Context: an optimization exercise on an open-source flow, tuned for small area and a short achievable clock period. The choices shown serve that exercise and are no tape-out recipe. Only simulation tests tie the RTL to the original design; equivalence was not proved. Power figures rest on the tool's default switching activity, not on a simulated workload.

==> flow/design.v (outline; a module is shown in full before it is edited, if it fits) <==
// module add_dram: 145 lines
// module add_br: 145 lines
// module add_alu: 551 lines
// module cell_inv: 3 lines
// module cell_nand2: 3 lines
// module cell_nor2: 3 lines
// module cell_nand3: 3 lines
// module cell_nor3: 3 lines
// module cell_nand4: 3 lines
// module cell_xor2: 3 lines
// module cell_xnor2: 3 lines
// module cell_a21oi: 3 lines
// module cell_o21ai: 3 lines
// module cell_a222oi: 3 lines
// module cell_a22oi: 3 lines
// module cell_a21o: 3 lines
// module rf_rport: 78 lines
// module classical_ctrl: 173 lines
module classical_ctrl(
    input  logic        clk,
    input  logic        rst,
    input  logic [31:0] i_q_measurement,
    output logic        q_time_write,
    output logic        q_time_sel,
    output logic [1:0]  q_reg_write,
    output logic        q_slm,
    output logic        q_rot,
    output logic [31:0] q_inst,
    output logic [31:0] q_time_reg,
    output logic [4:0]  meas_rd_addr,
    output logic        pram_en,
    output logic        pram_rd_en,
    output logic [10:0] pram_addr,
    input  logic [31:0] instruction,
    output logic        dram_en,
    output logic        dram_rd_en,
    output logic        dram_wr_en,
    output logic [10:0] dram_addr,
    output logic [31:0] dram_din,
    input  logic [31:0] data_read,
    input  logic [31:0] start_sig,
    output logic [31:0] end_sig
);
  // ...
==> flow/flow/run.sh <==
#!/bin/bash
# Standard ORFS layout with three changes: plain buffers (not delay cells) on
# the ports, a bit-sliced placement of the register file flip-flops before
# global placement (flow/place_regs.tcl), and clock tree synthesis without
# dummy loads.
set -euo pipefail
F="$(pwd)/flow"
export BUFFER_PORTS_ARGS="-buffer_cell sky130_fd_sc_hd__buf_1"
export PRE_GLOBAL_PLACE_SKIP_IO_TCL="$F/place_regs.tcl"
export POST_DETAIL_PLACE_TCL="$F/release_regs.tcl"
export CTS_ARGS="-sink_clustering_enable -repair_clock_nets -dont_use_dummy_load -buf_list sky130_fd_sc_hd__clkbuf_8 -sink_clustering_size 14 -sink_clustering_max_diameter 60"
bash standard.sh finish > standard_flow.log 2>&1
==> flow/flow/place_regs.tcl <==
# Bit-sliced placement of the register file, run before global placement.
# Register k, bit b (regs[k][b]) goes to a column for bit b: bits are split
# into bands stacked vertically, each band holding one column per bit and one
# row per register, so that each bit's read AND-OR trees and write-data net
# stay local. Flip-flops are placed FIRM; the rest is placed around them.
set block [ord::get_db_block]
set core  [$block getCoreArea]
set cx0 [$core xMin]; set cy0 [$core yMin]; set cx1 [$core xMax]; set cy1 [$core yMax]

# rows sorted by y
set rows {}
foreach r [$block getRows] { lappend rows [list [lindex [$r getOrigin] 1] $r] }
set rows [lsort -integer -index 0 $rows]
set nrows [llength $rows]
set site_w [[[lindex [lindex $rows 0] 1] getSite] getWidth]
set row_h  [[[lindex [lindex $rows 0] 1] getSite] getHeight]

# tap cells per row (by y)
array set taps {}
foreach inst [$block getInsts] {
  if {[string match "*tapvpwrvgnd*" [[$inst getMaster] getName]]} {
    set bb [$inst getBBox]
    lappend taps([$bb yMin]) [list [$bb xMin] [$bb xMax]]
  }
}

# flops of the register file
array set ff {}
foreach inst [$block getInsts] {
  if {[regexp {^regs\\\[([0-9]+)\\\]\\\[([0-9]+)\\\]} [$inst getName] -> k b]} {
    set ff($k,$b) $inst
  }
}
set fw [[[lindex [array get ff] 1] getMaster] getWidth]

set nbits 32
set nregs 31
# three bands, matching the per-band select lines of the read ports (rtl/reg_file.sv)
set nbands 3
set per_band 11
set gap_rows [expr {($nrows - $nbands * $nregs) / ($nbands + 1)}]
puts "place_regs: $nrows rows, $nbands bands of $per_band bits, $gap_rows gap rows"

set pitch [expr {double($cx1 - $cx0) / $per_band}]
for {set b 0} {$b < $nbits} {incr b} {
  set band [expr {$b / $per_band}]
  set s    [expr {$b % $per_band}]
  set tx   [expr {$cx0 + ($s + 0.5) * $pitch - $fw / 2.0}]
  for {set k 1} {$k <= $nregs} {incr k} {
    set ri  [expr {$gap_rows + $band * ($nregs + $gap_rows) + ($k - 1)}]
    set rw  [lindex [lindex $rows $ri] 1]
    set y   [lindex [$rw getOrigin] 1]
    set x   [expr {$cx0 + int(round(($tx - $cx0) / $site_w)) * $site_w}]
    # move off any tap cell in this row
    if {[info exists taps($y)]} {
      foreach t $taps($y) {
        lassign $t t0 t1
        if {$x < $t1 && $x + $fw > $t0} {
          set xl [expr {$t0 - $fw}]
          set xr $t1
          if {abs($xl - $x) <= abs($xr - $x)} { set x $xl } else { set x $xr }
        }
      }
    }
    set inst $ff($k,$b)
    $inst setOrient [$rw getOrient]
    $inst setLocation $x $y
    $inst setPlacementStatus FIRM
  }
}
==> flow/flow/release_regs.tcl <==
# After detailed placement, let the register file flip-flops move again
# (for the legalisation that follows clock tree synthesis).
foreach inst [[ord::get_db_block] getInsts] {
  if {[$inst getPlacementStatus] eq "FIRM"} { $inst setPlacementStatus PLACED }
}
==> flow/standard.sh <==
#!/bin/bash
# synth_recipe.tcl (not shown) runs the flow's synth.tcl, then flattens the netlist and writes it again
# the make line also repeats each setting of config.mk as NAME=value (left out here)
make -C /OpenROAD-flow-scripts/flow DESIGN_CONFIG=/design/flow/config.mk WORK_HOME=/design/flow/orfs CLKGATE_MAP_FILE= SYNTH_SCRIPT=/design/flow/synth_recipe.tcl "${@:-finish}"
==> flow/config.mk <==
export PLATFORM = sky130hd
export DESIGN_NAME = classical_ctrl
export DESIGN_NICKNAME = classical_ctrl
export VERILOG_FILES = /design/flow/design.v
export SDC_FILE = /design/flow/constraint.sdc
export NUM_CORES = 4
export LEC_CHECK = 0
export CAP_MARGIN = 20
export CORE_MARGIN = 2
export CORE_UTILIZATION = 40
export PLACE_DENSITY = 0.7
export SETUP_SLACK_MARGIN = 3.0
export SLEW_MARGIN = 20
export SYNTH_HIERARCHICAL = 1
export SYNTH_MINIMUM_KEEP_SIZE = 0
export TNS_END_PERCENT = 100
==> flow/constraint.sdc <==
create_clock -name core_clock -period 10.0 [get_ports {clk}]
set_input_delay 2.0000 -clock core_clock [delete_from_list [all_inputs] [get_ports {clk}]]
set_output_delay 2.0000 -clock core_clock [all_outputs]
set_load 0.01 [all_outputs]
==> impl_metrics.json, run 1 <==
{
  "status": "no timing/DRC/antenna violations",
  "p_clk_mw": 2.11,
  "cts_buffer_depth": 3,
  "antennaDiodeCount": 18,
  "antenna_found_initial": 45,
  "critical_path.top_delay_family": "buffers and inverters",
  "crit_top_cell": "inv_1",
  "clock-sinks": 1008,
  "cap_violations": 0,
  "crit_start": "instruction[24]",
  "timing.rr.end": "regs[5][14]",
  "seq-power_mw": 5.00,
  "r2r_slack_ns": 5.26,
  "finalWirelength_microns": 211000,
  "hold_path_depth": 2,
  "largest_reg_flops": 992,
  "worstPathArrival_ns": 5.20,
  "dp_cells": 5384,
  "seq_cells": 1008,
  "intPower_mw": 6.14,
  "end_kind": "output port",
  "num-nonclk-inverters": 151,
  "largestClassByArea": "flip-flops and latches",
  "finalSetupTns_ns": 0,
  "grt_pass1_wl_microns": 273000,
  "clkTransAtPathRegs_ns": 0.09,
  "final_area_sq_um": 54500,
  "die_x_microns": 352,
  "use_met2_pct": 32.7,
  "fmax_mhz": 139,
  "final_cell_mix": "edfxtp_1 (992), a222oi_1 (658), nor2_1 (237)",
  "top_layer_used": "met5",
  "grt_start_max_net_pins": 69,
  "busiest_layer": "met1",
  "tightest_slew_ns": 1.29,
  "dp_hpwl_microns": 150000,
  "seq_power_share_pct": 57.3,
  "cts_tree": "yes",
  "hold-worst-slack_ns": 0.565,
  "hold_buffers": 0,
  "slowest_stage": "nor2_2",
  "wl_met2_microns": 64700,
  "grt_pass1_vias": 34200,
  "fillers": 10600,
  "nWellTaps": 1612
}
==> inputs of run 2 (changes only) <==
--- a/flow/flow/run.sh
+++ b/flow/flow/run.sh
@@ -10,3 +10,3 @@
 export POST_DETAIL_PLACE_TCL="$F/release_regs.tcl"
-export CTS_ARGS="-sink_clustering_enable -repair_clock_nets -dont_use_dummy_load -buf_list sky130_fd_sc_hd__clkbuf_8 -sink_clustering_size 14 -sink_clustering_max_diameter 60"
+export CTS_ARGS="-sink_clustering_enable -repair_clock_nets -dont_use_dummy_load -buf_list sky130_fd_sc_hd__clkbuf_8 -sink_clustering_size 16 -sink_clustering_max_diameter 70"
 bash standard.sh finish > standard_flow.log 2>&1
--- a/flow/config.mk
+++ b/flow/config.mk
@@ -10,4 +10,4 @@
 export CORE_UTILIZATION = 40
-export PLACE_DENSITY = 0.7
-export SETUP_SLACK_MARGIN = 3.0
+export PLACE_DENSITY = 0.6
+export SETUP_SLACK_MARGIN = 3.3
 export SLEW_MARGIN = 20
==> run 2 against run 1 <==
Critical path type unchanged. Count of clock-buffer cells in the layout fell by 13. Die area unchanged. Synthesized area is the same. Maximum frequency barely moved. Largest cell class unchanged. Sequential power about the same. Clock power is 7% lower. Largest power group unchanged.
==> impl_metrics.json, run 2 <==
{
  "std_cell_rows": 127,
  "insertion_delay_ns": 0.81,
  "crit_required_ns": 8.00,
  "core_area_sq_um": 120000,
  "ant_nets": 0,
  "numCtsBuffers": 81,
  "final_area_sq_um": 55800,
  "hold_class": "reg2reg",
  "p_per_area_nw_per_um2": 157,
  "die_y_microns": 352,
  "hold-worst-slack_ns": 0.575,
  "gp_congestion": 0.986,
  "final_cell_mix": "edfxtp_1 (992), a222oi_1 (658), nor2_1 (252)",
  "synth.cell_area_sq_um": 48500,
  "placed_area_sq_um": 51600,
  "finalSetupTns_ns": 0,
  "intPower_mw": 6.13,
  "grt_use_total_pct": 32.3,
  "dp_cells": 5427,
  "avgSynthCellArea_sq_um": 13.4,
  "peakVddDrop_v": 0.0000804,
  "htreeDepth": 3,
  "cap_violations": 0,
  "yosysWarnings": 14,
  "fmax_mhz": 139,
  "via_per_inst": 7.37,
  "nets": 4176,
  "p_clk_share_pct": 22.5,
  "end_kind": "output port",
  "critPathKind": "in2out",
  "fin_util_pct": 46.4,
  "hold_buffers": 0,
  "largest_reg_flops": 992,
  "setup_violations": 0,
  "num_vias": 41800,
  "cts_buffer_depth": 3,
  "rsz0062_at_grt": "true",
  "finalWirelength_microns": 215000,
  "grt_overflow": 0,
  "syn_to_final_growth_pct": 15.1,
  "syn-instance-count": 3608,
  "cts-root-buf": "clkbuf_8",
  "finalClockSkew_ns": 0.0943,
  "p_switching_mw": 2.63,
  "clkTransAtPathRegs_ns": 0.07,
  "critPathLaunchType": "input port",
  "dr.pass1.iters": 14,
  "die-area_sq_um": 124000,
  "die_x_microns": 352,
  "final_cells": 5672,
  "worstPathArrival_ns": 5.21,
  "status": "no timing/DRC/antenna violations",
  "pre_cts_slack_ns": 1.52,
  "first_iter_violations": 12900,
  "swShare_pct": 30.0,
  "seq_power_share_pct": 57.1,
  "start_util_pct": 40.4,
  "grt_start_max_net_pins": 64,
  "drive_gt1_share_pct": 22.0,
  "io_pins": 296,
  "clock-sinks": 1008,
  "combPwrFrac_pct": 20.4,
  "finalPower_mw": 8.75,
  "r2r_slack_ns": 5.08,
  "cts_tree": "yes",
  "largest-register": "regs",
  "p_leak_nw": 19.0,
  "fillers": 10500,
  "tightest_slew_ns": 1.09,
  "max-slew-margin-rel_pct": 27.2,
  "cp_max_fo": 7,
  "fin_crit_ns": 7.21,
  "worst_slack_ns": 2.79,
  "hold_viol": 0,
  "finalCritPeriodShare_pct": 72.1,
  "drt-wirelength-per-cell_microns": 37.9,
  "antenna_found_initial": 40,
  "drc_errors": 0,
  "final_common_cell": "edfxtp_1",
  "dp_hpwl_microns": 151000,
  "largestRegisters": "regs (992), pc (11)",
  "grt_pass1_vias": 33900,
  "final_max_slew_viol_count": 0,
  "io_buffer_count": 231,
  "grt_pass1_wl_microns": 275000
}
## run 2: power by group through the flow
stage,combinational (mW),sequential (mW),clock (mW)
4_1_cts,1.52,4.98,1.98
3_5_place_dp,1.41,5.08,0
6_report,1.79,5.00,1.97
3_3_place_gp,1.40,5.07,0
2_1_floorplan,0.959,5.02,0
5_1_grt,1.83,5.01,2.13
## run 2: layout make-up
class                           instances  area (sq um)  area share [%]
Sequential cell                      1008         30100            54.0
Multi-Input combinational cell       2281         18400            32.9
Timing Repair Buffer                  522          3540            6.34
Tap cell                             1612          2020            3.61
Clock buffer                           81          1110            2.00
Inverter                              151           611            1.09
Antenna cell                           17          42.5          0.0762
## run 2: layer usage
metal	up-vias	wire, microns	track usage, %
li1	16300	-	-
met4	48	8400	10.2
met3	612	52700	19.0
met5	-	376	0
met2	5216	68500	33.8
met1	19700	85000	51.3
## run 2: worst max-delay path: stages
cell and delay, ns:
clkbuf_16 0.12, buf_12 0.11, clkinvlp_4 0.13, buf_12 0.16, nand2_8 0.09, buf_6 0.12, nor2_4 0.07, buf_6 0.17
a222oi_1 0.43, nand4_1 0.29, nor3_4 0.32, xnor2_2 0.18, nand2_1 0.13, o21ai_2 0.22, a21oi_4 0.08, buf_4 0.16
xnor2_1 0.21, buf_2 0.19
## run 2: final timing paths
path / startpoint / endpoint / depth (start not counted)
setup / recovery: instruction[15] / dram_addr[8] / 18
setup reg to reg: regs[10][0] / regs[2][15] / 16
hold / removal: f_lts / f_lts / 2
hold reg to reg: f_lts / f_lts / 2
## run 2: repair_timing
item                                    in CTS  in global routing
cloned                                       2                  7
pin swaps                                   69                 81
endpoints found under the setup margin     856                768
buffers inserted                            63                 74
resized for setup                          223                193

## re-timing with driven ports
In the flow no input, the clock included, has a driving cell. The finished layouts below were timed again as built, in two steps. Step 1 (the two cells are an assumption about what drives the block):
set clk [get_ports {clk}]
set_driving_cell -lib_cell sky130_fd_sc_hd__clkbuf_16 $clk
set_driving_cell -lib_cell sky130_fd_sc_hd__buf_2 [delete_from_list [all_inputs] $clk]
Step 2 adds t to the input delays and takes it off the output delays; t is the mean of the earliest and latest rising clock arrival at the registers after step 1. Input paths then give back, and output paths get back, about the clock's delay inside the block. Slacks: ideal ports / drivers / drivers and shift; pairs: ideal ports / drivers.
run	t, ns	setup WS [ns]	worst register clock-pin slew, ns	cell pins on the clock port's net
run 1	0.866	2.799 / 2.716 / 2.244	0.09 / 0.09	1
run 2	0.838	2.794 / 2.595 / 2.438	0.11 / 0.11	1
After both steps every run listed still meets setup and hold. The setup slack of run 1, which loses most, moves by -0.083 ns with the drivers and by -0.555 ns with both steps.
